Background: an optimization exercise with open tools, aiming at a short achievable clock period and few clock cycles per item. Do not read the settings as production practice. Only simulation tests tie the RTL to the original design; equivalence was not proved. No activity file was given, so power comes from the tool's default toggle rates.

<file path="design/flow/flow/run.sh">
#!/bin/bash
# The standard layout (the standard.sh, every step), with the platform's
# full and half adder cells added to DONT_USE_CELLS: synthesis then leaves
# adders as plain gates for abc to map for speed, and no later step places
# an adder cell. Registers are synthesized exactly as in the standard flow.
set -euo pipefail
PLATFORM_CONFIG="$FLOW_HOME/platforms/$FLOW_PLATFORM/config.mk"
# the platform's own list: the words after "export DONT_USE_CELLS +=" up to
# the end of that continued line
PLATFORM_DONT_USE=$(awk '/^export DONT_USE_CELLS/{f=1} f{print} f && !/\\$/{exit}' "$PLATFORM_CONFIG" \
    | sed 's/export DONT_USE_CELLS += //; s/\\//g' | tr -s ' \n' ' ')
ADDERS="sky130_fd_sc_hd__fa_1 sky130_fd_sc_hd__fa_2 sky130_fd_sc_hd__fa_4 sky130_fd_sc_hd__fah_1 sky130_fd_sc_hd__fahcin_1 sky130_fd_sc_hd__fahcon_1 sky130_fd_sc_hd__ha_1 sky130_fd_sc_hd__ha_2 sky130_fd_sc_hd__ha_4"
echo "DONT_USE_CELLS=$PLATFORM_DONT_USE $ADDERS" > dont_use.log
bash standard.sh "DONT_USE_CELLS=$PLATFORM_DONT_USE $ADDERS" MATCH_CELL_FOOTPRINT=0 "BUFFER_PORTS_ARGS=-buffer_cell sky130_fd_sc_hd__buf_6" finish > standard.log 2>&1
</file>
<file path="design/flow/standard.sh">
#!/bin/bash
# synth_recipe.tcl (not shown) runs the flow's synth.tcl, then flattens the netlist and writes it again
# the make line also repeats each setting of config.mk as NAME=value (left out here)
make -C /OpenROAD-flow-scripts/flow DESIGN_CONFIG=/design/flow/config.mk WORK_HOME=/design/flow/orfs CLKGATE_MAP_FILE= SYNTH_SCRIPT=/design/flow/synth_recipe.tcl "${@:-finish}"
</file>
<file path="design/flow/config.mk">
export PLATFORM = sky130hd
export DESIGN_NAME = draw_fpv
export DESIGN_NICKNAME = draw_fpv
export VERILOG_FILES = /design/flow/design.v
export SDC_FILE = /design/flow/constraint.sdc
export NUM_CORES = 4
export LEC_CHECK = 0
export ABC_CLOCK_PERIOD_IN_PS = 1800
export CAP_MARGIN = 20
export CORE_MARGIN = 2
export CORE_UTILIZATION = 40
export PLACE_DENSITY = 0.6
export SETUP_SLACK_MARGIN = 2.6
export SLEW_MARGIN = 20
export SYNTH_MEMORY_MAX_BITS = 16384
</file>
<file path="design/flow/constraint.sdc">
create_clock -name core_clock -period 4.5 [get_ports {clock}]
set_input_delay 0.9000 -clock core_clock [delete_from_list [all_inputs] [get_ports {clock}]]
set_output_delay 0.9000 -clock core_clock [all_outputs]
set_load 0.01 [all_outputs]
</file>
<file path="design/flow/design.v">
module coordinate_to_grid(coord_x, coord_y, grid_x, grid_y);
    input [13:0] coord_x;
    input [12:0] coord_y;
    output [5:0] grid_x;
    output [4:0] grid_y;
    assign grid_x = coord_x[13:8];
    assign grid_y = coord_y[12:8];
endmodule
module ks_adder(a, b, sum, cout);
    parameter W = 8;
    input [W-1:0] a, b;
    output [W-1:0] sum;
    output cout;
    localparam L = (W > 16) ? 5 : (W > 8) ? 4 : (W > 4) ? 3 : (W > 2) ? 2 : 1;
    wire [W-1:0] g [0:L];
    wire [W-1:0] p [0:L];
    assign g[0] = a & b;
    assign p[0] = a ^ b;
    genvar i, k;
    generate
        for (k = 0; k < L; k = k + 1) begin : lvl
            for (i = 0; i < W; i = i + 1) begin : bi
                if (i >= (1 << k)) begin : comb
                    assign g[k+1][i] = g[k][i] | (p[k][i] & g[k][i - (1 << k)]);
                    assign p[k+1][i] = p[k][i] & p[k][i - (1 << k)];
                end
                else begin : thru
                    assign g[k+1][i] = g[k][i];
                    assign p[k+1][i] = p[k][i];
                end
            end
        end
    endgenerate
    assign sum = p[0] ^ {g[L][W-2:0], 1'b0};
    assign cout = g[L][W-1];
endmodule
module step_one(a, inc, dec, y);
    parameter W = 7;
    input [W-1:0] a;
    input inc, dec;
    output [W-1:0] y;
    genvar i;
    generate
        for (i = 0; i < W; i = i + 1) begin : bi
            if (i == 0) begin : b0
                assign y[0] = a[0] ^ (inc | dec);
            end
            else begin : bn
                assign y[i] = a[i] ^ ((inc & (&a[i-1:0])) | (dec & ~(|a[i-1:0])));
            end
        end
    endgenerate
endmodule
module negate(a, y);
    parameter W = 7;
    input [W-1:0] a;
    output [W-1:0] y;
    genvar i;
    generate
        for (i = 0; i < W; i = i + 1) begin : bi
            if (i == 0) begin : b0
                assign y[0] = a[0];
            end
            else begin : bn
                assign y[i] = a[i] ^ (|a[i-1:0]);
            end
        end
    endgenerate
endmodule
module bytian_to_vector(r, x, y, w0, w1);
    input [5:0] r;
    output reg [5:0] x, y;
    output reg w0, w1;
    always @(*) begin
        case (r)
        6'd0: begin x = 6'd0; y = 6'd50; w0 = 1'b0; w1 = 1'b1; end
        6'd1: begin x = 6'd1; y = 6'd49; w0 = 1'b0; w1 = 1'b1; end
        6'd2: begin x = 6'd2; y = 6'd49; w0 = 1'b0; w1 = 1'b1; end
        6'd3: begin x = 6'd3; y = 6'd49; w0 = 1'b0; w1 = 1'b1; end
        6'd4: begin x = 6'd4; y = 6'd49; w0 = 1'b0; w1 = 1'b1; end
        6'd5: begin x = 6'd6; y = 6'd49; w0 = 1'b0; w1 = 1'b1; end
        6'd6: begin x = 6'd7; y = 6'd49; w0 = 1'b0; w1 = 1'b1; end
        6'd7: begin x = 6'd8; y = 6'd49; w0 = 1'b0; w1 = 1'b1; end
        6'd8: begin x = 6'd9; y = 6'd49; w0 = 1'b0; w1 = 1'b1; end
        6'd9: begin x = 6'd10; y = 6'd48; w0 = 1'b0; w1 = 1'b1; end
        6'd10: begin x = 6'd12; y = 6'd48; w0 = 1'b0; w1 = 1'b1; end
        6'd11: begin x = 6'd13; y = 6'd48; w0 = 1'b0; w1 = 1'b1; end
        6'd12: begin x = 6'd14; y = 6'd47; w0 = 1'b0; w1 = 1'b1; end
        6'd13: begin x = 6'd15; y = 6'd47; w0 = 1'b0; w1 = 1'b1; end
        6'd14: begin x = 6'd16; y = 6'd47; w0 = 1'b0; w1 = 1'b1; end
        6'd15: begin x = 6'd17; y = 6'd46; w0 = 1'b0; w1 = 1'b1; end
        6'd16: begin x = 6'd19; y = 6'd46; w0 = 1'b0; w1 = 1'b1; end
        6'd17: begin x = 6'd20; y = 6'd45; w0 = 1'b0; w1 = 1'b1; end
        6'd18: begin x = 6'd21; y = 6'd45; w0 = 1'b0; w1 = 1'b1; end
        6'd19: begin x = 6'd22; y = 6'd44; w0 = 1'b0; w1 = 1'b1; end
        6'd20: begin x = 6'd23; y = 6'd44; w0 = 1'b0; w1 = 1'b1; end
        6'd21: begin x = 6'd24; y = 6'd43; w0 = 1'b0; w1 = 1'b1; end
        6'd22: begin x = 6'd25; y = 6'd42; w0 = 1'b0; w1 = 1'b1; end
        6'd23: begin x = 6'd26; y = 6'd42; w0 = 1'b0; w1 = 1'b1; end
        6'd24: begin x = 6'd27; y = 6'd41; w0 = 1'b0; w1 = 1'b1; end
        6'd25: begin x = 6'd28; y = 6'd40; w0 = 1'b0; w1 = 1'b1; end
        6'd26: begin x = 6'd29; y = 6'd40; w0 = 1'b0; w1 = 1'b1; end
        6'd27: begin x = 6'd30; y = 6'd39; w0 = 1'b0; w1 = 1'b1; end
        6'd28: begin x = 6'd31; y = 6'd38; w0 = 1'b0; w1 = 1'b1; end
        6'd29: begin x = 6'd32; y = 6'd37; w0 = 1'b0; w1 = 1'b1; end
        6'd30: begin x = 6'd33; y = 6'd37; w0 = 1'b0; w1 = 1'b1; end
        6'd31: begin x = 6'd34; y = 6'd36; w0 = 1'b0; w1 = 1'b1; end
        6'd32: begin x = 6'd35; y = 6'd35; w0 = 1'b0; w1 = 1'b0; end
        6'd33: begin x = 6'd36; y = 6'd34; w0 = 1'b1; w1 = 1'b0; end
        6'd34: begin x = 6'd37; y = 6'd33; w0 = 1'b1; w1 = 1'b0; end
        6'd35: begin x = 6'd37; y = 6'd32; w0 = 1'b1; w1 = 1'b0; end
        6'd36: begin x = 6'd38; y = 6'd31; w0 = 1'b1; w1 = 1'b0; end
        6'd37: begin x = 6'd39; y = 6'd30; w0 = 1'b1; w1 = 1'b0; end
        6'd38: begin x = 6'd40; y = 6'd29; w0 = 1'b1; w1 = 1'b0; end
        6'd39: begin x = 6'd40; y = 6'd28; w0 = 1'b1; w1 = 1'b0; end
        6'd40: begin x = 6'd41; y = 6'd27; w0 = 1'b1; w1 = 1'b0; end
        6'd41: begin x = 6'd42; y = 6'd26; w0 = 1'b1; w1 = 1'b0; end
        6'd42: begin x = 6'd42; y = 6'd25; w0 = 1'b1; w1 = 1'b0; end
        6'd43: begin x = 6'd43; y = 6'd24; w0 = 1'b1; w1 = 1'b0; end
        6'd44: begin x = 6'd44; y = 6'd23; w0 = 1'b1; w1 = 1'b0; end
        6'd45: begin x = 6'd44; y = 6'd22; w0 = 1'b1; w1 = 1'b0; end
        6'd46: begin x = 6'd45; y = 6'd21; w0 = 1'b1; w1 = 1'b0; end
        6'd47: begin x = 6'd45; y = 6'd20; w0 = 1'b1; w1 = 1'b0; end
        6'd48: begin x = 6'd46; y = 6'd19; w0 = 1'b1; w1 = 1'b0; end
        6'd49: begin x = 6'd46; y = 6'd17; w0 = 1'b1; w1 = 1'b0; end
        6'd50: begin x = 6'd47; y = 6'd16; w0 = 1'b1; w1 = 1'b0; end
        6'd51: begin x = 6'd47; y = 6'd15; w0 = 1'b1; w1 = 1'b0; end
        6'd52: begin x = 6'd47; y = 6'd14; w0 = 1'b1; w1 = 1'b0; end
        6'd53: begin x = 6'd48; y = 6'd13; w0 = 1'b1; w1 = 1'b0; end
        6'd54: begin x = 6'd48; y = 6'd12; w0 = 1'b1; w1 = 1'b0; end
        6'd55: begin x = 6'd48; y = 6'd10; w0 = 1'b1; w1 = 1'b0; end
        6'd56: begin x = 6'd49; y = 6'd9; w0 = 1'b1; w1 = 1'b0; end
        6'd57: begin x = 6'd49; y = 6'd8; w0 = 1'b1; w1 = 1'b0; end
        6'd58: begin x = 6'd49; y = 6'd7; w0 = 1'b1; w1 = 1'b0; end
        6'd59: begin x = 6'd49; y = 6'd6; w0 = 1'b1; w1 = 1'b0; end
        6'd60: begin x = 6'd49; y = 6'd4; w0 = 1'b1; w1 = 1'b0; end
        6'd61: begin x = 6'd49; y = 6'd3; w0 = 1'b1; w1 = 1'b0; end
        6'd62: begin x = 6'd49; y = 6'd2; w0 = 1'b1; w1 = 1'b0; end
        6'd63: begin x = 6'd49; y = 6'd1; w0 = 1'b1; w1 = 1'b0; end
        default: begin x = 6'd0; y = 6'd0; w0 = 1'b0; w1 = 1'b0; end
        endcase
    end
endmodule
module raytracer(clock, reset,
                 start, pos_x, pos_y, angle,
                 grid_x, grid_y, grid_out,
                 room, push, push_cell, push_vert);
    input clock;
    input reset;
    input start;
    input [13:0] pos_x;
    input [12:0] pos_y;
    input [7:0] angle;
    output [5:0] grid_x;
    output [4:0] grid_y;
    input [2:0] grid_out;
    input room;                  
    output push;                 
    output [2:0] push_cell;      
    output push_vert;            
    reg [6:0] ncols;             
    reg okr;                     
    reg h1;                      
    reg [7:0] an;
    reg [5:0] rx, ry;
    reg rw0, rw1;
    wire [5:0] rom_x, rom_y;
    wire rom_w0, rom_w1;
    bytian_to_vector btv0 (.r(an[5:0]), .x(rom_x), .y(rom_y), .w0(rom_w0), .w1(rom_w1));
    wire [6:0] px = {1'b0, rx};
    wire [6:0] py = {1'b0, ry};
    wire [6:0] mx, my;
    negate #(.W(7)) ngx (.a(px), .y(mx));
    negate #(.W(7)) ngy (.a(py), .y(my));
    reg [6:0] qdx, qdy;
    always @(*) begin
        case (an[7:6])
            2'd0: begin qdx = px; qdy = py; end
            2'd1: begin qdx = py; qdy = mx; end
            2'd2: begin qdx = mx; qdy = my; end
            default: begin qdx = my; qdy = px; end
        endcase
    end
    reg [6:0] ndx, ndy;
    reg nwide;
    reg act;                     
    reg [6:0] dx, dy;
    reg wide;
    reg [6:0] xa, ya;            
    reg incx, decx;              
    reg incy, decy;
    reg [6:0] xb;                
    reg [5:0] yb;                
    reg tcx, tcy;                
    reg rv;
    reg [2:0] gq;
    reg exq, eyq;
    reg [5:0] gx;
    reg [4:0] gy;
    assign grid_x = gx;
    assign grid_y = gy;
    wire [6:0] nxa, nya;
    wire ncxa, ncya;
    ks_adder #(.W(7)) addxa (.a(xa), .b(dx), .sum(nxa), .cout(ncxa));
    ks_adder #(.W(7)) addya (.a(ya), .b(dy), .sum(nya), .cout(ncya));
    wire [6:0] nxb;
    wire [5:0] nyb;
    step_one #(.W(7)) sox (.a(xb), .inc(incx), .dec(decx), .y(nxb));
    step_one #(.W(6)) soy (.a(yb), .inc(incy), .dec(decy), .y(nyb));
    reg hit;                     
    reg cstart;
    wire act_next = cstart | (act & ~hit);
    wire rv_next = act & ~hit;
    wire okr_next = ~h1 & (ncols != 7'd120) & room;
    wire hit_next = rv_next & (grid_out != 3'd0);
    wire cstart_next = okr_next & (~act_next | hit_next);
    assign push = hit;
    assign push_cell = gq;
    assign push_vert = (exq & ~eyq) | (wide & ~(exq ^ eyq));
    always @(posedge clock) begin
        rx <= rom_x;
        ry <= rom_y;
        rw0 <= rom_w0;
        rw1 <= rom_w1;
        ndx <= qdx;
        ndy <= qdy;
        nwide <= an[6] ? rw1 : rw0;
        gq <= grid_out;
        exq <= tcx;
        eyq <= tcy;
        if (cstart) begin
            xa <= pos_x[6:0];
            ya <= pos_y[6:0];
            xb <= pos_x[13:7];
            yb <= pos_y[12:7];
            incx <= 1'b0;
            decx <= 1'b0;
            incy <= 1'b0;
            decy <= 1'b0;
            tcx <= 1'b0;
            tcy <= 1'b0;
            dx <= ndx;
            dy <= ndy;
            wide <= nwide;
        end
        else begin
            xa <= nxa;
            ya <= nya;
            incx <= ncxa & ~dx[6];
            decx <= ~ncxa & dx[6];
            incy <= ncya & ~dy[6];
            decy <= ~ncya & dy[6];
            xb <= nxb;
            yb <= nyb;
            tcx <= (incx & xb[0]) | (decx & ~xb[0]);
            tcy <= (incy & yb[0]) | (decy & ~yb[0]);
        end
        if (reset | ~act_next) begin
            gx <= 6'd0;
            gy <= 5'd0;
        end
        else begin
            gx <= cstart ? pos_x[13:8] : nxb[6:1];
            gy <= cstart ? pos_y[12:8] : nyb[5:1];
        end
        an <= start ? angle + 8'd176 : an + {7'd0, cstart};     
        if (reset) begin
            ncols <= 7'd120;
            act <= 1'b0;
            rv <= 1'b0;
            okr <= 1'b0;
            h1 <= 1'b0;
            hit <= 1'b0;
            cstart <= 1'b0;
        end
        else if (start) begin
            ncols <= 7'd0;
            act <= 1'b0;
            rv <= 1'b0;
            okr <= 1'b0;
            h1 <= 1'b1;
            hit <= 1'b0;
            cstart <= 1'b0;
        end
        else begin
            h1 <= cstart;
            ncols <= ncols + {6'd0, cstart};
            act <= act_next;
            rv <= rv_next;
            okr <= okr_next;
            hit <= hit_next;
            cstart <= cstart_next;
        end
    end
endmodule
module draw_vertical_line(clock, reset,
                          start, have, wcell, vert, pop,
                          done, vga_x, vga_y, vga_colour, vga_write);
    input clock;
    input reset;
    input start;
    input have;                  
    input [2:0] wcell;           
    input vert;                  
    output pop;                  
    output reg done;
    output reg [7:0] vga_x;
    output reg [6:0] vga_y;
    output reg [17:0] vga_colour;
    output reg vga_write;
    reg [6:0] wcol;
    reg [6:0] wy;
    reg col_end;                 
    reg last_col;                
    assign pop = have & col_end;
    always @(posedge clock) begin
        vga_x <= {1'b0, wcol};
        vga_y <= wy;
        if (vert)
            vga_colour <= { {6{wcell[2]}}, {6{wcell[1]}}, {6{wcell[0]}} };
        else
            vga_colour <= { {2{wcell[2]}}, 4'b0, {2{wcell[1]}}, 4'b0, {2{wcell[0]}}, 4'b0 };
        if (reset | start) begin
            wcol <= 7'd0;
            wy <= 7'd0;
            col_end <= 1'b0;
            last_col <= 1'b0;
            vga_write <= 1'b0;
            done <= 1'b0;
        end
        else begin
            vga_write <= have;
            done <= pop & last_col;
            if (have) begin
                if (col_end) begin
                    wy <= 7'd0;
                    col_end <= 1'b0;
                    wcol <= wcol + 7'd1;
                    last_col <= wcol == 7'd118;
                end
                else begin
                    wy <= wy + 7'd1;
                    col_end <= wy == 7'd118;
                end
            end
        end
    end
endmodule
module draw_fpv(clock, reset,
                start, done,
                player_pos_x, player_pos_y, player_angle,
                grid_x, grid_y, grid_out,
                vga_x, vga_y, vga_colour, vga_write);
    input clock;
    input reset;
    input start;
    output done;
    input [13:0] player_pos_x;
    input [12:0] player_pos_y;
    input [7:0] player_angle;
    output [5:0] grid_x;
    output [4:0] grid_y;
    input [2:0] grid_out;
    output [7:0] vga_x;
    output [6:0] vga_y;
    output [17:0] vga_colour;
    output vga_write;
    reg [31:0] q;                
    integer i;
    reg [2:0] wp, rp;
    reg [7:0] occ;               
    wire push, pop;
    wire [2:0] push_cell;
    wire push_vert;
    wire room = ~occ[5];
    wire have = occ[0];
    wire [3:0] head = q[{rp, 2'b00} +: 4];
    raytracer rt0 (.clock(clock),
                   .reset(reset),
                   .start(start),
                   .pos_x(player_pos_x),
                   .pos_y(player_pos_y),
                   .angle(player_angle),
                   .grid_x(grid_x),
                   .grid_y(grid_y),
                   .grid_out(grid_out),
                   .room(room),
                   .push(push),
                   .push_cell(push_cell),
                   .push_vert(push_vert));
    draw_vertical_line dvl0 (.clock(clock),
                             .reset(reset),
                             .start(start),
                             .have(have),
                             .wcell(head[3:1]),
                             .vert(head[0]),
                             .pop(pop),
                             .done(done),
                             .vga_x(vga_x),
                             .vga_y(vga_y),
                             .vga_colour(vga_colour),
                             .vga_write(vga_write));
    always @(posedge clock) begin
        for (i = 0; i < 8; i = i + 1)
            if (push && wp == i)
                q[4*i +: 4] <= {push_cell, push_vert};
        if (reset | start) begin
            wp <= 3'd0;
            rp <= 3'd0;
            occ <= 8'd0;
        end
        else begin
            if (push)
                wp <= wp + 3'd1;
            if (pop)
                rp <= rp + 3'd1;
            if (push & ~pop)
                occ <= {occ[6:0], 1'b1};
            else if (pop & ~push)
                occ <= {1'b0, occ[7:1]};
        end
    end
endmodule
</file>
==> impl_metrics.ini, run 1 <==
[cts]
cts.path.max_buffers = 2
cts_buffers = 17
cts_tree = done
htreeDepth = 4
numClockSinks = 196
clockRootBuffer = clkbuf_16
clk_pin_slew_ns = 0.07
clock_latency_ns = 0.43

[floorplanning]
initial_core_util_pct = 41.11
die_area_mm2 = 0.02210
coreArea_mm2 = 0.02036
die_h_um = 148.7
pin_count = 87
row_count = 52
die_w_um = 148.7

[global_routing]
grt_max_degree = 50
gr-total-overflow = 0
grt_pass1_vias = 5324
antenna_found_initial = 0
track_usage_pct = 14.84
grt_pass1_wl_mm = 26.52

[logic_synthesis]
netlist_area_mm2 = 0.008372
avgSynthCellArea_um2 = 9.792
ys_ff_latch = 196
syn_inst = 855
yosysWarnings = 5
synth_flop_cell = dfxtp_1
ys_types = 57
synth_edf_count = 47
synthArstFlopShare_pct = 0
synth-seq-area-share_pct = 52.49
syn_nets = 896

[route]
drt_iter0_markers = 422
wl_per_cell_um = 13.51
num_vias = 5782
routed_via_density = 4.904
ant_nets = 0
drc_errors = 0
dr.pass1.iters = 5
postRouteWirelength_mm = 15.93

[setup_path]
max_stage_delay_ns = 0.40
path_cells = buf_6
crit_buf_inv = 1
critPathTopFamily = flip-flops
worstPathArrival_ns = 0.95
cp_max_fo = 1
crit_path_end_kind = output port
start_kind = flip-flop
crit_path_top_delay_cell = dfxtp_1
path_class = reg -> out
critPathRequiredTime_ns = 3.60

[cells_and_area]
finalNonFillerCells = 1179
design_area_mm2 = 0.01000
insertedDiodeCount = 0
fin_nets = 937
layout-drive-gt1-share_pct = 17.49
area_growth_pct = 19.49
fill_cells = 1890

[power]
ir_drop_mv = 0.2371
power.total_mw = 4.735
p_leak_nw = 3.672
powerDensity_mw_per_mm2 = 473.3

[sta]
relSlewSlack_pct = 51.43
post-route-min-period_ns = 1.848
rsz0062_at_grt = no
skew_ns = 0.01146
fin_crit_sh_pct = 41.07
timing.fmax_mhz = 541.1
worst_pin_slew_ns = 0.7230
fin_setup_tns_ns = 0
slew_violations = 0
finalSetupViolCount = 0
layout_setup_ws_ns = 2.652
finalHoldViolations = 0

[hold_path]
hold_path_class = reg -> reg

[placed_design]
dp_hpwl_mm = 10.31
dp.cells = 1145
port_buffers = 85
post_dp_cell_area_mm2 = 0.009363
routabilityCongestion = 0.8215
pre_cts_slack_ns = 2.312

[status]
status = finished clean

[job]
drv_cap = 0
## power by group
group,switching [mW],total [mW],leakage (nW),internal [mW]
clock network,0.703,1.43,0.263,0.732
logic,0.413,0.895,1.75,0.482
registers,0.309,2.41,1.66,2.10
total,1.42,4.73,3.67,3.31
## placed cells by master (no fill, tap or decap), drive strengths merged, types with 11 or more instances in the layout
cell type,instances
dfxtp,149
nand2,93
nor2,87
buf,87
o21ai,64
edfxtp,47
xor2,42
xnor2,40
a21oi,39
nor3,24
inv,22
mux2i,21
clkbuf,17
and3,13
a31oi,13
nand2b,11
nand3,11
## logic make-up (layout without fill, tap and decap cells)
| family | after synthesis | after routing | share of synthesized area, % |
|---|---|---|---|
| compound gates | 163 | 163 | 11.78 |
| xor+xnor | 82 | 82 | 8.579 |
| fa+ha+maj | 5 | 5 | 0.5978 |
| buf+inv | 82 | 136 | 4.439 |
| flops | 196 | 196 | 52.49 |
| mux | 35 | 35 | 5.784 |
| other cells | 1 | 1 | 0.04479 |
| simple gates | 291 | 291 | 16.29 |
## registers in the layout, summed over array words and instances, names as in the netlist, 6 cells and up
signal and count:
rt0.ry 6, rt0.ya 7, q 32, dvl0.vga_colour 6, rt0.dy 7, rt0.yb 6
occ 8, rt0.ndx 7, rt0.gx 6, dvl0.vga_y 7, dvl0.wcol 7, dvl0.vga_x 7
rt0.dx 7, rt0.xb 7, rt0.xa 7, dvl0.wy 7, rt0.ndy 7, rt0.ncols 7
rt0.an 8, rt0.rx 6
## Yosys cell counts, types with 9 or more instances
library cell  instances  area share, %
nand2b_1             11           0.82
and3_1               13           0.97
nor2b_1              10           0.75
o21ai_0              61            3.6
mux2i_1              21            2.5
a21oi_1              39            2.3
and2_1                9           0.67
buf_2                12           0.72
buf_4                13            1.2
a31oi_1              13           0.97
xor2_1               42            4.4
clkbuf_1             35            1.6
inv_1                14           0.63
nand3_1              11           0.66
edfxtp_1             47             17
nand2_1              93            4.2
dfxtp_1             149             36
nor3_1               24            1.4
xnor2_1              40            4.2
nor2_1               87            3.9
mux4_2                9            2.4
## per-layer routing
metal / vias up / share of wire, % / GRT usage [%]
met2: 119 / 42 / 21.16
met3: 12 / 4.2 / 3.497
li1: 3033 / - / -
met1: 2618 / 53 / 22.33
met5: - / 0 / 0
met4: 0 / 1.0 / 4.333
## stage by stage
step,util [%],hold WS [ns]
after floorplan,-,0.3096
after global placement,45.98,0.3119
after detailed placement,45.98,0.3136
after CTS,48.97,0.3316
after global routing,49.12,0.3356
final,49.12,0.3342
## path summary, 6_finish.rpt
path / slack [ns] / cells past startpoint / to / from
worst max-delay path: 2.65 / 1 / grid_x[0] / rt0.gx[0]
worst min-delay path: 0.33 / 0 / rt0.exq / rt0.tcx
worst max register to register: 2.78 / 4 / rt0.ndx[6] / rt0.rx[1]
worst min register to register: 0.33 / 0 / rt0.exq / rt0.tcx
## area by class of cell
cell class / count / area [um2] / area share (%)
multi-input cells: 577 / 3616 / 36.15
well taps: 270 / 337.8 / 3.377
flip-flops and latches: 196 / 4420 / 44.19
clock buffers: 17 / 425.4 / 4.253
repair buffers: 87 / 997.2 / 9.969
inverters: 17 / 63.81 / 0.6379
clock inverters: 15 / 142.6 / 1.426
## timing repair
item / in CTS / in global routing
hold buffers: 0 / 0
endpoints found under the setup margin: 42 / 18
setup buffers: 1 / 1
gates resized for setup: 12 / 6
Testbench counts, summed over its fixed seeds: cycles 923,715, frames 64.
==> run 2, diff against run 1 <==
--- a/design/flow/config.mk
+++ b/design/flow/config.mk
@@ -12,3 +12,3 @@
 export PLACE_DENSITY = 0.6
-export SETUP_SLACK_MARGIN = 2.6
+export SETUP_SLACK_MARGIN = 3.2
 export SLEW_MARGIN = 20
==> run 2 against run 1 <==
Worst hold slack worse by 0.0037 ns. Sequential share of layout area down 5.4 points. Non-clock buffer count up 90. Register-to-register slack better by 0.08 ns. Synthesized area unchanged. Total power up 13%. Clock skew down 0.0029 ns. Critical path depth unchanged. Combinational power up 68%. Setup slack better by 0.042 ns. Sequential power about the same.
==> impl_metrics.ini, run 2 <==
[setup_path]
path_cells = buf_6
ff2ff_setup_slack_ns = 2.86
path_class = reg -> out
ff2ff_path_depth = 5
cp_max_fo = 4
crit_buf_inv = 1
timing.rr.end = rt0.gx[3]
max_stage_delay_ns = 0.36
crit_path_end_kind = output port
start_kind = flip-flop
worstPathArrival_ns = 0.91
crit_path_top_delay_cell = dfxtp_4
critPathTopFamily = flip-flops
critPathRequiredTime_ns = 3.60
worstReg2RegStart = rt0.xb[2]

[cts]
cts_tree = done
numClockSinks = 196
clock_latency_ns = 0.43
clk_pin_slew_ns = 0.07
clockRootBuffer = clkbuf_16
htreeDepth = 4
cts_buffers = 17
cts.path.max_buffers = 2

[logic_synthesis]
yosysMostFrequentCell = dfxtp_1
ys_ff_latch = 196
avgSynthCellArea_um2 = 9.792
synth-seq-area-share_pct = 52.49
synthArstFlopShare_pct = 0
syn_nets = 896
yosysTopAreaCell = dfxtp_1
synthTopCellsByCount = dfxtp_1, nand2_1, nor2_1
syn_inst = 855
ys_top_cells_by_area = dfxtp_1, edfxtp_1, xor2_1
yosysWarnings = 5
netlist_area_mm2 = 0.008372
synth_edf_count = 47
ys_types = 57
yosysTopAreaCellShare_pct = 35.63
synth_flop_cell = dfxtp_1

[cells_and_area]
layout-drive-gt1-share_pct = 41.10
largest_reg_flops = 32
final_common_cell = buf_6
mostFrequentLayoutCells = buf_6, nand2_1, dfxtp_1, nor2_1, buf_4
fin_nets = 1028
top_regs = q: 32 flops, occ: 8 flops, rt0.an: 8 flops
area_growth_pct = 39.14
top_register = q
insertedDiodeCount = 0

[sta]
rsz0062_at_grt = yes
layout_setup_ws_ns = 2.694
skew_ns = 0.008525
fin_crit_sh_pct = 40.14
finalSetupViolCount = 0
fin_setup_tns_ns = 0
slew_violations = 0
finalHoldViolations = 0
post-route-min-period_ns = 1.806
timing.fmax_mhz = 553.6

[route]
num_vias = 6458
drt-met1-wl_mm = 9.088
routed_via_density = 5.085
drt_iter0_markers = 448
routed.top_layer = met4
postRouteWirelength_mm = 19.27
wl_met3_mm = 1.250
ant_nets = 0
wl_per_cell_um = 15.17
dr.pass1.iters = 6
drc_errors = 0
met2_length_mm = 8.544

[placed_design]
pre_cts_slack_ns = 2.397
dp_hpwl_mm = 10.46
routabilityCongestion = 0.7799
port_buffers = 85

[floorplanning]
die_area_mm2 = 0.02210
die_w_um = 148.7
coreArea_mm2 = 0.02036
initial_core_util_pct = 41.11
pin_count = 87
die_h_um = 148.7
row_count = 52

[global_routing]
gr-total-overflow = 0
antenna_found_initial = 0
grt_max_degree = 48
grt_pass1_wl_mm = 28.64
track_usage_pct = 16.28
grt_pass1_vias = 5730

[status]
status = finished clean

[power]
ir_drop_mv = 0.3081
powerDensity_mw_per_mm2 = 458.1
p_leak_nw = 4.375

[job]
drv_cap = 0

[hold_path]
hold_path_class = reg -> reg
hold-path-endpoint = rt0.exq
worstHoldPathCells = 0
hold_start = rt0.tcx
==> run 2: cell counts after synthesis <==
No cell type changed its count.
==> run 2: through the flow <==
step	utilization [%]	instance area (um2)	total power, mW	cells	hold WS [ns]
2_1_floorplan	-	8606	3.129	855	0.3096
3_3_place_gp	46.57	9483	3.336	1146	0.3106
3_5_place_dp	46.57	9483	3.350	1146	0.3207
4_1_cts	52.73	10740	5.021	1223	0.3317
5_1_grt	57.20	11650	5.626	1270	0.3370
6_report	57.20	11650	5.336	1270	0.3304
==> run 2: cell families (layout without fill, tap and decap cells) <==
kind of cell	count (synthesis)	in the layout	synth area share, %
compound gates	163	163	11.78
xor+xnor	82	82	8.579
fa+ha+maj	5	5	0.5978
buf+inv	82	226	4.439
flops	196	196	52.49
mux	35	35	5.784
other cells	1	1	0.04479
simple gates	291	292	16.29
==> run 2: layer usage <==
metal | vias up | track usage (%)
met1 | 2949 | 22.99
met2 | 238 | 24.63
li1 | 3222 | -
met3 | 49 | 4.141
met4 | 0 | 5.048
met5 | - | 0
==> run 2: repair_timing <==
action                     4_1_cts  5_1_grt
pin swaps                       27       57
hold buffers                     0        0
setup buffers                   44       46
cloned                           1        1
setup endpoints to repair      213      140
gates resized for setup        120      144
==> run 2: how the worst max path moves through the flow <==
stage	startpoint	to	slack, ns	depth (start not counted)
6_report	dvl0.vga_colour[12]	vga_colour[14]	2.69	1
5_1_grt	dvl0.vga_colour[12]	vga_colour[12]	2.65	1
4_1_cts	dvl0.vga_colour[12]	vga_colour[14]	2.67	1
3_5_place_dp	rt0.cstart	rt0.an[7]	2.40	5
3_3_place_gp	rt0.an[5]	rt0.ry[1]	2.44	5
2_1_floorplan	reset	rt0.cstart	2.74	5
==> run 2: area by class of cell <==
class / instances / area (um2)
sequential: 196 / 4523
fill: 1716 / 8716
clock inverter: 12 / 93.84
timing repair buffer: 177 / 1837
tap: 270 / 337.8
clock buffer: 20 / 466.7
inverter: 17 / 70.07
multi-input combinational: 578 / 4320
==> run 2: where the power goes <==
part	switching (mW)	internal, mW
logic	0.664	0.831
clock network	0.668	0.762
registers	0.302	2.11
==> run 3, diff against run 2 <==
--- a/design/flow/config.mk
+++ b/design/flow/config.mk
@@ -10,5 +10,5 @@
 export CORE_MARGIN = 2
-export CORE_UTILIZATION = 40
-export PLACE_DENSITY = 0.6
-export SETUP_SLACK_MARGIN = 3.2
+export CORE_UTILIZATION = 65
+export PLACE_DENSITY = 0.8
+export SETUP_SLACK_MARGIN = 2.9
 export SLEW_MARGIN = 20
==> run 3 against run 2 <==
Synthesized cell count stayed put. Total power decreased by 6.7%. Non-clock buffer count down 77. Critical path depth is the same. Clock skew up 0.0023 ns. Critical path type unchanged. Largest power group unchanged. Highest routed layer unchanged.
==> impl_metrics.ini, run 3 <==
[status]
status = finished clean

[cells_and_area]
final_common_cell = dfxtp_1
utilization_pct = 81.27
layout-drive-gt1-share_pct = 25.92
regArea_mm2 = 0.004493
mostFrequentLayoutCells = dfxtp_1, nand2_1, buf_6, nor2_1, o21ai_0
largest_reg_flops = 32
multi_input_area_mm2 = 0.003809
top_regs = q: 32 flops, occ: 8 flops, rt0.an: 8 flops
area_growth_pct = 22.51
fin_nets = 950
fill_cells = 790
top_register = q
insertedDiodeCount = 0

[floorplanning]
row_count = 41
die_h_um = 117.5
die_area_mm2 = 0.01380
coreArea_mm2 = 0.01262
initial_core_util_pct = 66.34
pin_count = 87
die_w_um = 117.5

[route]
routed.top_layer = met4
dr.pass1.iters = 5
wl_met3_mm = 1.062
drt-met1-wl_mm = 7.662
drc_errors = 0
postRouteWirelength_mm = 17.91
drt_iter0_markers = 471
met2_length_mm = 8.844
routed_via_density = 5.815
ant_nets = 0
wl_per_cell_um = 16.37
num_vias = 6362

[hold_path]
worstHoldPathCells = 0
hold-path-endpoint = rt0.exq
hold_start = rt0.tcx
hold_path_class = reg -> reg

[setup_path]
critPathRequiredTime_ns = 3.60
path_cells = buf_6
path_class = reg -> out
ff2ff_setup_slack_ns = 2.86
crit_path_end_kind = output port
critPathTopFamily = flip-flops
timing.rr.end = rt0.decx
crit_buf_inv = 1
start_kind = flip-flop
worstReg2RegStart = rt0.dx[4]
ff2ff_path_depth = 5
max_stage_delay_ns = 0.36
cp_max_fo = 4
crit_path_top_delay_cell = dfxtp_4
worstPathArrival_ns = 0.91

[global_routing]
grt_pass1_vias = 5981
grt_pass1_wl_mm = 28.37
gr-total-overflow = 0
grt_max_degree = 45
track_usage_pct = 25.22
antenna_found_initial = 0

[logic_synthesis]
synth_edf_count = 47
synthArstFlopShare_pct = 0
avgSynthCellArea_um2 = 9.792
ys_top_cells_by_area = dfxtp_1, edfxtp_1, xor2_1
ys_ff_latch = 196
yosysWarnings = 5
ys_types = 57
yosysTopAreaCell = dfxtp_1
syn_nets = 896
synth_flop_cell = dfxtp_1
netlist_area_mm2 = 0.008372
synthTopCellsByCount = dfxtp_1, nand2_1, nor2_1
yosysMostFrequentCell = dfxtp_1
syn_inst = 855
yosysTopAreaCellShare_pct = 35.63
synth-seq-area-share_pct = 52.49

[sta]
timing.fmax_mhz = 552.5
skew_ns = 0.01078
slew_violations = 0
fin_setup_tns_ns = 0
post-route-min-period_ns = 1.810
worst_pin_slew_ns = 0.5896
finalHoldViolations = 0
fin_crit_sh_pct = 40.22
relSlewSlack_pct = 60.64
rsz0062_at_grt = yes
finalSetupViolCount = 0

[cts]
cts_buffers = 17
htreeDepth = 4
clockRootBuffer = clkbuf_16
clk_pin_slew_ns = 0.07
cts_tree = done
ctsHoldBuffers = 0
numClockSinks = 196
clock_latency_ns = 0.44
cts.path.max_buffers = 2

[job]
drv_cap = 0

[power]
ir_drop_mv = 0.3363
powerDensity_mw_per_mm2 = 485.4
seqPwrFrac_pct = 48.9
p_switching_mw = 1.542
p_comb_share_pct = 22.2
p_leak_nw = 3.814
switching_share_pct = 30.98
p_int_mw = 3.436
clkPwrFrac_pct = 28.9

[placed_design]
port_buffers = 85
routabilityCongestion = 0.8594
dp_hpwl_mm = 11.30
==> run 3: changes by cell type in the layout (fill, tap and decap cells not counted), sizes merged <==
| cell | previous run | this run |
|---|---|---|
| clkbuf | 24 | 19 |
| or2 | 4 | 3 |
| clkinvlp | 2 | 1 |
| buf | 173 | 99 |
| inv | 22 | 25 |
==> run 3: layout make-up <==
cell class,instances,share of cell area (%)
clock inverter,14,1.098
timing repair buffer,100,10.85
clock buffer,18,4.392
inverter,17,0.6222
tap,172,2.098
sequential,196,43.81
multi-input combinational,577,37.14
==> run 3: worst max-delay path by stage <==
stage                        from       endpoint  cells after the start
3_3_place_gp           rt0.cstart      rt0.xa[5]                      4
5_1_grt        dvl0.vga_colour[3]  vga_colour[0]                      1
6_report       dvl0.vga_colour[3]  vga_colour[3]                      1
3_5_place_dp           rt0.cstart      rt0.xa[5]                      4
4_1_cts        dvl0.vga_colour[3]  vga_colour[3]                      1
2_1_floorplan               reset     rt0.cstart                      5
==> run 3: timing repair <==
action	in CTS	in global routing
gates resized for setup	70	42
pin swaps	8	8
endpoints found under the setup margin	161	93
setup buffers	9	5
==> run 3: cell families (layout without fill, tap and decap cells) <==
kind of cell               count (synthesis)  count (layout)  synth area share, %
muxes                                     35              35                5.784
and+or+nand+nor                          291             291                16.29
DFF                                      196             196                52.49
other                                      1               1              0.04479
buffers and inverters                     82             149                4.439
adders and majority gates                  5               5               0.5978
xor gates and xnor gates                  82              82                8.579
AOI/OAI and AO/OA                        163             163                11.78
==> run 3: power by group through the flow <==
stage	clock [mW]	sequential (mW)	combinational [mW]
final	1.44	2.44	1.10
after global routing	1.52	2.47	1.22
after CTS	1.45	2.40	1.02
after detailed placement	0	2.44	0.906
after global placement	0	2.42	0.863
after floorplan	0	2.32	0.783
==> run 3: metrics by stage <==
stage / area, um2 / instances / power (mW) / setup slack, ns / hold slack (ns)
5_1_grt: 10260 / 1094 / 5.207 / 2.656 / 0.3316
3_5_place_dp: 9258 / 1048 / 3.349 / 2.347 / 0.3121
4_1_cts: 10060 / 1089 / 4.872 / 2.667 / 0.3280
2_1_floorplan: 8413 / 855 / 3.098 / 2.740 / 0.3096
6_report: 10260 / 1094 / 4.978 / 2.690 / 0.3288
3_3_place_gp: 9258 / 1048 / 3.282 / 2.444 / 0.3135
==> run 3: routing by layer <==
metal	GRT usage [%]	up-vias
met4	8.886	0
met1	32.87	3045
met5	0	-
met2	40.72	224
li1	-	3061
met3	6.928	32
==> run 4, diff against run 3 <==
--- a/design/flow/config.mk
+++ b/design/flow/config.mk
@@ -10,5 +10,5 @@
 export CORE_MARGIN = 2
-export CORE_UTILIZATION = 65
-export PLACE_DENSITY = 0.8
-export SETUP_SLACK_MARGIN = 2.9
+export CORE_UTILIZATION = 40
+export PLACE_DENSITY = 0.7
+export SETUP_SLACK_MARGIN = 3.0
 export SLEW_MARGIN = 20
==> run 4 against run 3 <==
Global-route usage is 9.8 points lower. Cell count is 12% higher. Synthesized area stayed put. Clock power is 8% higher. Still clean on timing, DRC and antenna. Largest power group unchanged. Die area is 60% higher. Core utilization is 28 points lower. Maximum frequency is 0.14% lower. Design area is 6.2% higher. Sequential power is 2% lower. Clock skew hardly changed. Clock-buffer cell count is 9 higher. Highest routed layer unchanged. Non-clock buffer count is 32 higher.
==> impl_metrics.ini, run 4 <==
[global_routing]
gr-usage-met2_pct = 24.00
antenna_found_initial = 0
grt_max_degree = 48
grt_use_met3_pct = 3.773
grt_pass1_vias = 5551
gr-total-overflow = 0
grt_pass1_wl_mm = 27.23
grt.busiest_layer = met2
gr-usage-met1_pct = 21.31
track_usage_pct = 15.38

[logic_synthesis]
yosys.area_share.adder_pct = 0.5978
synth_xor_area_share_pct = 8.579
ys_ff_latch = 196
syn_nets = 896
synth_compound_area_share_pct = 11.78
ys_top_cells_by_area = dfxtp_1, edfxtp_1, xor2_1
synth_flop_cell = dfxtp_1
synth_top_family_by_area = simple AND/OR/NAND/NOR gates
yosysTopAreaCellShare_pct = 35.63
synthArstFlopShare_pct = 0
ys_types = 57
synth_edf_count = 47
syn_inst = 855
synthSimpleGateAreaFrac_pct = 16.29
yosysTopAreaCell = dfxtp_1
synth-seq-area-share_pct = 52.49
yosysMostFrequentCell = dfxtp_1
synthTopCellsByCount = dfxtp_1, nand2_1, nor2_1
yosysWarnings = 5
muxShareOfSynthArea_pct = 5.784
avgSynthCellArea_um2 = 9.792
netlist_area_mm2 = 0.008372

[route]
drt_iter0_markers = 507
num_vias = 6267
ant_nets = 0
postRouteWirelength_mm = 17.68
dr.pass1.iters = 6
drc_errors = 0
routed_via_density = 5.116
wl_per_cell_um = 14.43

[sta]
finalHoldViolations = 0
fin_setup_tns_ns = 0
layout_setup_ws_ns = 2.687
skew_ns = 0.01100
finalSetupViolCount = 0
fin_crit_sh_pct = 40.28
slew_violations = 0
post-route-min-period_ns = 1.813
timing.fmax_mhz = 551.7
rsz0062_at_grt = yes

[setup_path]
critPathTopFamily = flip-flops
worstPathArrival_ns = 0.91
path_cells = buf_6
max_stage_delay_ns = 0.36
crit_buf_inv = 1
crit_path_end_kind = output port
crit_path_top_delay_cell = dfxtp_4
cp_max_fo = 4
path_class = reg -> out
critPathRequiredTime_ns = 3.60
start_kind = flip-flop

[cells_and_area]
top_register = q
largest_reg_flops = 32
insertedDiodeCount = 0
area_growth_pct = 30.14
utilization_pct = 53.50
top_regs = q: 32 flops, occ: 8 flops, rt0.an: 8 flops
fin_nets = 983
layout-drive-gt1-share_pct = 30.47
final_common_cell = dfxtp_1
fill_cells = 1702
mostFrequentLayoutCells = dfxtp_1, buf_6, nand2_1, nor2_1, o21ai_0

[power]
ir_drop_mv = 0.2566
powerDensity_mw_per_mm2 = 480.9
p_leak_nw = 4.051

[cts]
ctsHoldBuffers = 0
cts.path.max_buffers = 2
htreeDepth = 4
clock_latency_ns = 0.43
cts_buffers = 17
clockRootBuffer = clkbuf_16
numClockSinks = 196
clk_pin_slew_ns = 0.07
cts_tree = done

[floorplanning]
row_count = 52
die_h_um = 148.7
die_w_um = 148.7
die_area_mm2 = 0.02210
coreArea_mm2 = 0.02036
pin_count = 87
initial_core_util_pct = 41.11

[job]
drv_cap = 0

[status]
status = finished clean

[placed_design]
pre_cts_slack_ns = 2.399
routabilityCongestion = 0.8364
port_buffers = 85
dp_hpwl_mm = 10.31

[hold_path]
hold_path_class = reg -> reg
run 4: cell types whose count changed in the layout (fill, tap and decap cells not counted), sizes merged:
cell,change
buf,+32
clkbuf,+9
inv,-5
clkinv,-4
or2,+1
run 4: final cells by class:
class | count | area (um2) | area share (%)
multi-input combinational | 578 | 3960 | 36.35
inverter | 17 | 67.56 | 0.6201
clock buffer | 27 | 579.3 | 5.317
clock inverter | 5 | 43.79 | 0.4019
tap | 270 | 337.8 | 3.101
timing repair buffer | 132 | 1409 | 12.93
sequential | 196 | 4498 | 41.28
run 4: worst paths after layout:
kind,start,endpoint,slack [ns],cells past startpoint
min,rt0.tcy,rt0.eyq,0.33,0
max reg2reg,rt0.dy[1],rt0.decy,2.78,6
max,dvl0.vga_colour[3],vga_colour[1],2.69,1
min reg2reg,rt0.tcy,rt0.eyq,0.33,0
run 4: metrics by stage:
stage	hold WS, ns	total power, mW	cell area (um2)	instances
2_1_floorplan	0.3096	3.111	8452	855
3_3_place_gp	0.3131	3.311	9422	1146
3_5_place_dp	0.3138	3.334	9422	1146
4_1_cts	0.3302	5.056	10470	1200
5_1_grt	0.3402	5.510	10900	1225
6_report	0.3305	5.240	10900	1225
run 4: repair_timing:
| item | in CTS | in global routing |
|---|---|---|
| setup endpoints to repair | 157 | 122 |
| gates resized for setup | 84 | 62 |
| cloned | 0 | 1 |
| endpoints found under the hold margin | 0 | 0 |
| pin swaps | 18 | 22 |
| buffers inserted | 22 | 24 |
run 4: cell families (layout without fill, tap and decap cells):
logic type | after synthesis | after routing
AND/OR/NAND/NOR | 291 | 292
flip-flops | 196 | 196
AO/OA/AOI/OAI | 163 | 163
XOR/XNOR | 82 | 82
buffers and inverters | 82 | 181
multiplexers | 35 | 35
adder cells (fa/ha/maj) | 5 | 5
other | 1 | 1
run 4: where the power goes:
| part | internal (mW) | switching [mW] | total (mW) |
|---|---|---|---|
| registers | 2.11 | 0.291 | 2.40 |
| logic | 0.695 | 0.589 | 1.28 |
| clock network | 0.899 | 0.657 | 1.56 |
| total | 3.70 | 1.54 | 5.24 |
run 4: routing by layer:
metal / vias to the layer above / wire length [um]
li1: 3129 / -
met1: 2922 / 8277
met2: 194 / 8217
met3: 22 / 956
met4: 0 / 226
met5: - / 0
==> run 5, diff against run 4 <==
--- a/design/flow/config.mk
+++ b/design/flow/config.mk
@@ -11,4 +11,5 @@
 export CORE_UTILIZATION = 40
-export PLACE_DENSITY = 0.7
-export SETUP_SLACK_MARGIN = 3.0
+export CTS_BUF_LIST = sky130_fd_sc_hd__clkbuf_4 sky130_fd_sc_hd__clkbuf_16
+export PLACE_DENSITY = 0.6
+export SETUP_SLACK_MARGIN = 2.9
 export SLEW_MARGIN = 20
==> run 5 against run 4 <==
Still clean. Combinational power is 19% lower. Clock power is 9% lower. Maximum frequency is 0.62% higher. Total power is 6.9% lower. Via count is 4.4% lower. Register-to-register slack better by 0.05 ns. Non-clock buffer count is 32 lower. Critical endpoint is now vga_colour[3]. Largest cell class unchanged.
==> impl_metrics.ini, run 5 <==
[power]
switching_share_pct = 29.93
powerDensity_mw_per_mm2 = 471.2
ir_drop_mv = 0.2050
p_int_mw = 3.419
p_comb_share_pct = 21.3
p_leak_nw = 3.815
power.total_mw = 4.879
clkPwrFrac_pct = 29.0
seqPwrFrac_pct = 49.7
p_switching_mw = 1.460

[floorplanning]
die_w_um = 148.7
initial_core_util_pct = 41.11
pin_count = 87
die_area_mm2 = 0.02210
die_h_um = 148.7
row_count = 52
coreArea_mm2 = 0.02036

[logic_synthesis]
avgSynthCellArea_um2 = 9.792
synth-seq-area-share_pct = 52.49
yosysMostFrequentCell = dfxtp_1
synthTopCellsByCount = dfxtp_1, nand2_1, nor2_1
synth_edf_count = 47
yosysTopAreaCellShare_pct = 35.63
ys_top_cells_by_area = dfxtp_1, edfxtp_1, xor2_1
ys_types = 57
yosysWarnings = 5
synthArstFlopShare_pct = 0
synth_flop_cell = dfxtp_1
syn_inst = 855
ys_ff_latch = 196
yosysTopAreaCell = dfxtp_1
netlist_area_mm2 = 0.008372
syn_nets = 896

[cts]
clockRootBuffer = clkbuf_16
htreeDepth = 4
cts_tree = done
clock_latency_ns = 0.43
cts.path.max_buffers = 2
cts_buffers = 17
clk_pin_slew_ns = 0.07
numClockSinks = 196

[cells_and_area]
mostFrequentLayoutCells = dfxtp_1, nand2_1, buf_6, nor2_1, o21ai_0
fin_nets = 950
multi_input_area_mm2 = 0.003805
top_regs = q: 32 flops, occ: 8 flops, rt0.an: 8 flops
top_register = q
regArea_mm2 = 0.004488
largest_reg_flops = 32
insertedDiodeCount = 0
final_common_cell = dfxtp_1
fill_cells = 1873
layout-drive-gt1-share_pct = 26.36
design_area_mm2 = 0.01036
area_growth_pct = 23.70

[placed_design]
dp_hpwl_mm = 10.43
pre_cts_slack_ns = 2.367
port_buffers = 85
post_dp_cell_area_mm2 = 0.009383
routabilityCongestion = 0.7999

[global_routing]
grt_pass1_wl_mm = 26.86
gr-total-overflow = 0
grt_max_degree = 48
antenna_found_initial = 0
grt_pass1_vias = 5384
track_usage_pct = 15.05

[setup_path]
timing.rr.end = rt0.ya[6]
crit_path_end_kind = output port
worstReg2RegStart = rt0.dy[1]
crit_path_top_delay_cell = dfxtp_4
cp_max_fo = 4
path_class = reg -> out
ff2ff_path_depth = 5
max_stage_delay_ns = 0.36
start_kind = flip-flop
worstPathArrival_ns = 0.90
crit_buf_inv = 1
critPathTopFamily = flip-flops
critPathRequiredTime_ns = 3.60
ff2ff_setup_slack_ns = 2.83
path_cells = buf_6

[status]
status = finished clean

[route]
drt_iter0_markers = 445
postRouteWirelength_mm = 16.81
ant_nets = 0
dr.pass1.iters = 5
routed_via_density = 5.024
wl_per_cell_um = 14.11
num_vias = 5989
drc_errors = 0

[sta]
rsz0062_at_grt = yes
post-route-min-period_ns = 1.801
slew_violations = 0
skew_ns = 0.01342
finalHoldViolations = 0
fin_setup_tns_ns = 0
finalSetupViolCount = 0
fin_crit_sh_pct = 40.03
layout_setup_ws_ns = 2.699
timing.fmax_mhz = 555.2

[hold_path]
hold-path-endpoint = rt0.eyq
hold_path_class = reg -> reg
hold_start = rt0.tcy
worstHoldPathCells = 0

[job]
drv_cap = 0
## run 5: cell types whose count changed in the layout (fill, tap and decap cells not counted), moves of 4 or more
cell | before | now
nor2_2 | 8 | 4
dfxtp_4 | 17 | 12
nor2_1 | 79 | 83
o21ai_0 | 50 | 54
o21ai_1 | 9 | 5
clkbuf_1 | 4 | 0
dfxtp_2 | 32 | 39
clkbuf_16 | 22 | 18
buf_4 | 33 | 11
buf_6 | 93 | 85
## run 5: worst max-delay path by stage
stage	start	end	slack, ns	cells past startpoint
global placement	rt0.an[1]	rt0.ry[0]	2.43	5
global route	dvl0.vga_colour[3]	vga_colour[2]	2.66	1
floorplan	reset	rt0.cstart	2.74	5
detailed placement	rt0.an[2]	rt0.an[7]	2.37	5
finish	dvl0.vga_colour[3]	vga_colour[3]	2.70	1
CTS	dvl0.vga_colour[9]	vga_colour[8]	2.68	1
## run 5: layer usage
layer | GRT usage [%] | share of wire, % | wire length (um)
met5 | 0 | 0 | 0
met4 | 4.286 | 1.0 | 171
met3 | 3.313 | 5.1 | 859
met2 | 22.11 | 43 | 7281
met1 | 22.30 | 51 | 8502
## run 5: what timing repair did
action	4_1_cts	5_1_grt
resized for setup	61	51
hold buffers	0	0
pin swaps	5	16
setup buffers	4	10
setup endpoints to repair	139	97
## run 5: cell families after synthesis
family / share of synthesized area (%)
muxes: 5.784
other: 0.04479
xor gates and xnor gates: 8.579
and+or+nand+nor: 16.29
DFF: 52.49
buffers and inverters: 4.439
adders and majority gates: 0.5978
AOI/OAI and AO/OA: 11.78
## run 5: layout make-up
cell class | count | area share, %
clock buffer | 19 | 4.422
clock inverter | 13 | 0.9303
inverter | 17 | 0.6162
multi-input combinational | 577 | 36.74
sequential | 196 | 43.34
tap | 270 | 3.262
timing repair buffer | 100 | 10.69
## run 5: power by group through the flow
stage,Clock (mW),Sequential [mW],Combinational [mW]
floorplan,0,2.32,0.783
global placement,0,2.43,0.882
detailed placement,0,2.44,0.897
CTS,1.45,2.40,0.943
global route,1.53,2.47,1.16
finish,1.42,2.42,1.04
## run 5: through the flow
step | utilization, % | hold slack, ns | cells
finish | 50.85 | 0.3273 | 1192
global route | 50.85 | 0.3348 | 1192
CTS | 49.75 | 0.3307 | 1182
detailed placement | 46.07 | 0.3196 | 1146
global placement | 46.07 | 0.3112 | 1146
floorplan | - | 0.3096 | 855
==> run 6, diff against run 5 <==
--- a/design/flow/config.mk
+++ b/design/flow/config.mk
@@ -11,3 +11,3 @@
 export CORE_UTILIZATION = 40
-export CTS_BUF_LIST = sky130_fd_sc_hd__clkbuf_4 sky130_fd_sc_hd__clkbuf_16
+export CTS_CLUSTER_SIZE = 50
 export PLACE_DENSITY = 0.6
==> run 6 against run 5 <==
Die area unchanged. Core utilization about the same. Critical path type unchanged. Flip-flop and latch count unchanged. Design area about the same. Maximum frequency unchanged.
==> impl_metrics.ini, run 6 <==
[logic_synthesis]
synthArstFlopShare_pct = 0
netlist_area_mm2 = 0.008372
yosysWarnings = 5
ys_ff_latch = 196
synth_edf_count = 47
syn_inst = 855
syn_nets = 896
ys_top_cells_by_area = dfxtp_1, edfxtp_1, xor2_1
yosysTopAreaCell = dfxtp_1
yosysTopAreaCellShare_pct = 35.63
synthTopCellsByCount = dfxtp_1, nand2_1, nor2_1
synth_flop_cell = dfxtp_1
synth-seq-area-share_pct = 52.49
avgSynthCellArea_um2 = 9.792
yosysMostFrequentCell = dfxtp_1
ys_types = 57

[power]
p_comb_share_pct = 21.3
switching_share_pct = 29.97
p_int_mw = 3.413
ir_drop_mv = 0.2050
seqPwrFrac_pct = 49.7
p_switching_mw = 1.461
clkPwrFrac_pct = 29.0
power.total_mw = 4.874
powerDensity_mw_per_mm2 = 470.8
p_leak_nw = 3.812

[sta]
finalSetupViolCount = 0
post-route-min-period_ns = 1.801
layout_setup_ws_ns = 2.699
slew_violations = 0
rsz0062_at_grt = yes
timing.fmax_mhz = 555.2
skew_ns = 0.01342
finalHoldViolations = 0
fin_setup_tns_ns = 0
fin_crit_sh_pct = 40.03

[setup_path]
worstReg2RegStart = rt0.dy[1]
path_cells = buf_6
crit_path_end_kind = output port
path_class = reg -> out
worstPathArrival_ns = 0.90
start_kind = flip-flop
crit_path_start = dvl0.vga_colour[3]
critPathTopFamily = flip-flops
crit_path_top_delay_cell = dfxtp_4
max_stage_delay_ns = 0.36
cp_max_fo = 4
crit_buf_inv = 1
critPathRequiredTime_ns = 3.60

[cts]
clockRootBuffer = clkbuf_16
cts_buffers = 17
cts_tree = done
htreeDepth = 4
clk_pin_slew_ns = 0.07
cts.path.max_buffers = 2
numClockSinks = 196
ctsHoldBuffers = 0
clock_latency_ns = 0.43

[floorplanning]
die_w_um = 148.7
die_h_um = 148.7
row_count = 52
coreArea_mm2 = 0.02036
initial_core_util_pct = 41.11
pin_count = 87
die_area_mm2 = 0.02210

[route]
wl_per_cell_um = 14.11
drt_iter0_markers = 445
ant_nets = 0
drc_errors = 0
dr.pass1.iters = 5
num_vias = 5991
postRouteWirelength_mm = 16.83
routed_via_density = 5.026

[cells_and_area]
regArea_mm2 = 0.004488
top_regs = q: 32 flops, occ: 8 flops, rt0.an: 8 flops
area_growth_pct = 23.66
top_register = q
mostFrequentLayoutCells = dfxtp_1, nand2_1, buf_6, nor2_1, o21ai_0
design_area_mm2 = 0.01035
utilization_pct = 50.84
insertedDiodeCount = 0
multi_input_area_mm2 = 0.003805
final_common_cell = dfxtp_1
largest_reg_flops = 32
layout-drive-gt1-share_pct = 26.25
fin_nets = 950
fill_cells = 1875

[global_routing]
track_usage_pct = 15.05
grt_pass1_vias = 5384
grt_max_degree = 48
gr-total-overflow = 0
antenna_found_initial = 0
grt_pass1_wl_mm = 26.86

[placed_design]
pre_cts_slack_ns = 2.367
post_dp_cell_area_mm2 = 0.009383
routabilityCongestion = 0.7999
port_buffers = 85
dp_hpwl_mm = 10.43

[hold_path]
hold_path_class = reg -> reg
hold_start = rt0.tcy

[job]
drv_cap = 0

[status]
status = finished clean
run 6: kinds of logic (layout without fill, tap and decap cells):
logic type / Yosys count / after routing / synth area share [%]
and+or+nand+nor: 291 / 291 / 16.29
DFF: 196 / 196 / 52.49
AOI/OAI and AO/OA: 163 / 163 / 11.78
xor gates and xnor gates: 82 / 82 / 8.579
buffers and inverters: 82 / 149 / 4.439
muxes: 35 / 35 / 5.784
adders and majority gates: 5 / 5 / 0.5978
other: 1 / 1 / 0.04479
run 6: final timing paths:
kind	endpoint	depth (start not counted)	slack, ns
setup / recovery	vga_colour[3]	1	2.70
hold / removal	rt0.eyq	0	0.33
setup reg to reg	rt0.ya[6]	5	2.83
hold reg to reg	rt0.eyq	0	0.33
run 6: cell type report:
| cell class | count | area share (%) |
|---|---|---|
| repair buffers | 100 | 10.70 |
| well taps | 270 | 3.263 |
| inverters | 17 | 0.6164 |
| clock inverters | 13 | 0.9306 |
| multi-input cells | 577 | 36.75 |
| flip-flops and latches | 196 | 43.35 |
| clock buffers | 19 | 4.387 |
run 6: metrics by stage:
step	std cells	hold WS [ns]
6_report	1192	0.3273
3_5_place_dp	1146	0.3196
5_1_grt	1192	0.3348
4_1_cts	1182	0.3307
3_3_place_gp	1146	0.3112
2_1_floorplan	855	0.3096
run 6: what timing repair did:
action | in CTS | in global routing
setup endpoints to repair | 139 | 97
setup buffers | 4 | 10
resized for setup | 61 | 51
pin swaps | 5 | 16
run 6: layer usage:
metal	vias up	GRT usage, %	wire length (um)
li1	3055	-	-
met5	-	0	0
met1	2785	22.30	8501
met4	0	4.286	171
met2	142	22.11	7282
met3	9	3.313	869
run 6: power groups by stage:
stage	Sequential [mW]	Clock [mW]	Combinational (mW)
after floorplan	2.32	0	0.783
after global placement	2.43	0	0.882
after detailed placement	2.44	0	0.897
after CTS	2.40	1.45	0.943
after global routing	2.47	1.53	1.16
final	2.42	1.41	1.04
==> run 7, diff against run 6 <==
--- a/design/flow/config.mk
+++ b/design/flow/config.mk
@@ -11,3 +11,3 @@
 export CORE_UTILIZATION = 40
-export CTS_CLUSTER_SIZE = 50
+export CTS_CLUSTER_SIZE = 30
 export PLACE_DENSITY = 0.6
==> run 7 against run 6 <==
Sequential power hardly changed. Core utilization stayed put. Non-clock buffer count stayed put. Cell count stayed put. Maximum frequency stayed put. Clock power hardly changed. Highest routed layer unchanged. Worst hold slack stayed put. Via count stayed put. Global-route usage stayed put. Sequential share of layout area stayed put. Clock-buffer cell count stayed put. Largest cell class unchanged.
==> impl_metrics.ini, run 7 <==
[status]
status = finished clean

[logic_synthesis]
ys_top_cells_by_area = dfxtp_1, edfxtp_1, xor2_1
synthTopCellsByCount = dfxtp_1, nand2_1, nor2_1
netlist_area_mm2 = 0.008372
syn_nets = 896
yosysTopAreaCell = dfxtp_1
yosysTopAreaCellShare_pct = 35.63
synth_edf_count = 47
synth-seq-area-share_pct = 52.49
ys_types = 57
avgSynthCellArea_um2 = 9.792
ys_ff_latch = 196
synth_flop_cell = dfxtp_1
yosysMostFrequentCell = dfxtp_1
synthArstFlopShare_pct = 0
syn_inst = 855
yosysWarnings = 5

[setup_path]
start_kind = flip-flop
path_class = reg -> out
crit_path_start = dvl0.vga_colour[3]
worstPathArrival_ns = 0.90
cp_max_fo = 4
path_cells = buf_6
crit_buf_inv = 1
critPathRequiredTime_ns = 3.60
worstReg2RegStart = rt0.dy[1]
crit_path_top_delay_cell = dfxtp_4
critPathTopFamily = flip-flops
timing.rr.end = rt0.ya[6]
max_stage_delay_ns = 0.36
ff2ff_path_depth = 5
ff2ff_setup_slack_ns = 2.83
crit_path_end_kind = output port

[route]
routed_via_density = 5.026
drc_errors = 0
wl_per_cell_um = 14.11
postRouteWirelength_mm = 16.83
dr.pass1.iters = 5
drt_iter0_markers = 445
ant_nets = 0
num_vias = 5991

[global_routing]
grt_pass1_vias = 5384
gr-total-overflow = 0
track_usage_pct = 15.05
antenna_found_initial = 0
grt_pass1_wl_mm = 26.86
grt_max_degree = 48

[cells_and_area]
final_common_cell = dfxtp_1
layout-drive-gt1-share_pct = 26.25
finalNonFillerCells = 1192
top_regs = q: 32 flops, occ: 8 flops, rt0.an: 8 flops
insertedDiodeCount = 0
fill_cells = 1875
mostFrequentLayoutCells = dfxtp_1, nand2_1, buf_6, nor2_1, o21ai_0
area_growth_pct = 23.66
largest_reg_flops = 32
fin_nets = 950
top_register = q

[sta]
post-route-min-period_ns = 1.801
fin_crit_sh_pct = 40.03
timing.fmax_mhz = 555.2
finalHoldViolations = 0
layout_setup_ws_ns = 2.699
rsz0062_at_grt = yes
hold_slack_ns = 0.3273
slew_violations = 0
finalSetupViolCount = 0
fin_setup_tns_ns = 0
skew_ns = 0.01342

[floorplanning]
row_count = 52
pin_count = 87
die_area_mm2 = 0.02210
coreArea_mm2 = 0.02036
initial_core_util_pct = 41.11
die_w_um = 148.7
die_h_um = 148.7

[power]
switching_share_pct = 29.97
p_switching_mw = 1.461
power.total_mw = 4.874
powerDensity_mw_per_mm2 = 470.8
p_int_mw = 3.413
p_leak_nw = 3.812
p_comb_share_pct = 21.3
ir_drop_mv = 0.2050
seqPwrFrac_pct = 49.7
clkPwrFrac_pct = 29.0

[cts]
clk_pin_slew_ns = 0.07
cts_tree = done
numClockSinks = 196
cts_buffers = 17
clockRootBuffer = clkbuf_16
cts.path.max_buffers = 2
clock_latency_ns = 0.43
htreeDepth = 4

[placed_design]
pre_cts_slack_ns = 2.367
dp_hpwl_mm = 10.43
dp.cells = 1146
routabilityCongestion = 0.7999
port_buffers = 85

[hold_path]
worstHoldPathCells = 0
hold-path-endpoint = rt0.eyq
hold_start = rt0.tcy
hold_path_class = reg -> reg

[job]
drv_cap = 0
## run 7: cell counts after synthesis
Identical to the previous run, type by type.
## run 7: layout make-up
cell class | count | area (um2) | share of cell area [%]
inverter | 17 | 63.81 | 0.6164
clock buffer | 19 | 454.2 | 4.387
timing repair buffer | 100 | 1107 | 10.70
clock inverter | 13 | 96.34 | 0.9306
multi-input combinational | 577 | 3805 | 36.75
sequential | 196 | 4488 | 43.35
tap | 270 | 337.8 | 3.263
## run 7: stage by stage
step | instance area (um2) | util [%]
floorplan | 8413 | -
global placement | 9383 | 46.07
detailed placement | 9383 | 46.07
CTS | 10130 | 49.73
global route | 10350 | 50.84
finish | 10350 | 50.84
## run 7: worst max-delay path by stage
stage,end,slack [ns],cells after the start
after global placement,rt0.ry[0],2.43,5
after global routing,vga_colour[2],2.66,1
after floorplan,rt0.cstart,2.74,5
final,vga_colour[3],2.70,1
after detailed placement,rt0.an[7],2.37,5
after CTS,vga_colour[8],2.68,1
## run 7: kinds of logic (layout without fill, tap and decap cells)
group	count (synthesis)	in the layout	synth area share, %
compound gates	163	163	11.78
mux	35	35	5.784
other cells	1	1	0.04479
simple gates	291	291	16.29
xor+xnor	82	82	8.579
buf+inv	82	149	4.439
fa+ha+maj	5	5	0.5978
flops	196	196	52.49
## run 7: power by group through the flow
stage	clock [mW]	combinational, mW	sequential (mW)
global placement	0	0.882	2.43
finish	1.41	1.04	2.42
detailed placement	0	0.897	2.44
global route	1.53	1.16	2.47
floorplan	0	0.783	2.32
CTS	1.45	0.943	2.40
## run 7: routing by layer
metal | wire [um] | vias up | share of wire (%) | track usage (%)
met5 | 0 | - | 0 | 0
met4 | 171 | 0 | 1.0 | 4.286
met3 | 869 | 9 | 5.2 | 3.313
met2 | 7282 | 142 | 43 | 22.11
met1 | 8501 | 2785 | 51 | 22.30
li1 | - | 3055 | - | -
## run 7: timing repair
action                                  4_1_cts  5_1_grt
buffers inserted                              4       10
hold buffers                                  0        0
resized for setup                            61       51
pin swaps                                     5       16
endpoints found under the setup margin      139       97

afterwards: timing with drivers on the ports:
Ports are ideal in the flow. The routed layouts listed here were re-timed in OpenROAD.
Step 1 sets driving cells, clkbuf_16 on the clock port and buf_2 on the other inputs (assumed; they add their load-dependent delay and slew).
Step 2 also shifts input and output timing later by t, the mid clock arrival at the registers, as if the neighbouring blocks saw the same clock.
a / b / c = ideal / step 1 / step 2; a / b = the first two.
| run | t, ns | setup WS [ns] | hold slack, ns | worst setup path at the end | worst register clock-pin slew, ns |
|---|---|---|---|---|---|
| run 1 | 0.465 | 2.652 / 2.610 / 2.402 | 0.334 / 0.334 / 0.334 | input to register | 0.08 / 0.08 |
| run 2 | 0.469 | 2.694 / 2.651 / 2.712 | 0.330 / 0.330 / 0.330 | input to register | 0.07 / 0.07 |
| run 3 | 0.473 | 2.690 / 2.647 / 2.569 | 0.329 / 0.329 / 0.329 | input to register | 0.08 / 0.08 |
| run 4 | 0.469 | 2.687 / 2.645 / 2.657 | 0.331 / 0.331 / 0.331 | input to register | 0.07 / 0.07 |
| run 5 | 0.459 | 2.699 / 2.658 / 2.583 | 0.327 / 0.327 / 0.327 | input to register | 0.07 / 0.07 |
| run 6 | 0.459 | 2.699 / 2.658 / 2.583 | 0.327 / 0.327 / 0.327 | input to register | 0.07 / 0.07 |
| run 7 | 0.459 | 2.699 / 2.658 / 2.583 | 0.327 / 0.327 / 0.327 | input to register | 0.07 / 0.07 |
After both steps setup and hold are still met in every run listed. The setup slack of run 1, which loses most, moves by -0.042 ns with the drivers and by -0.250 ns with both steps.
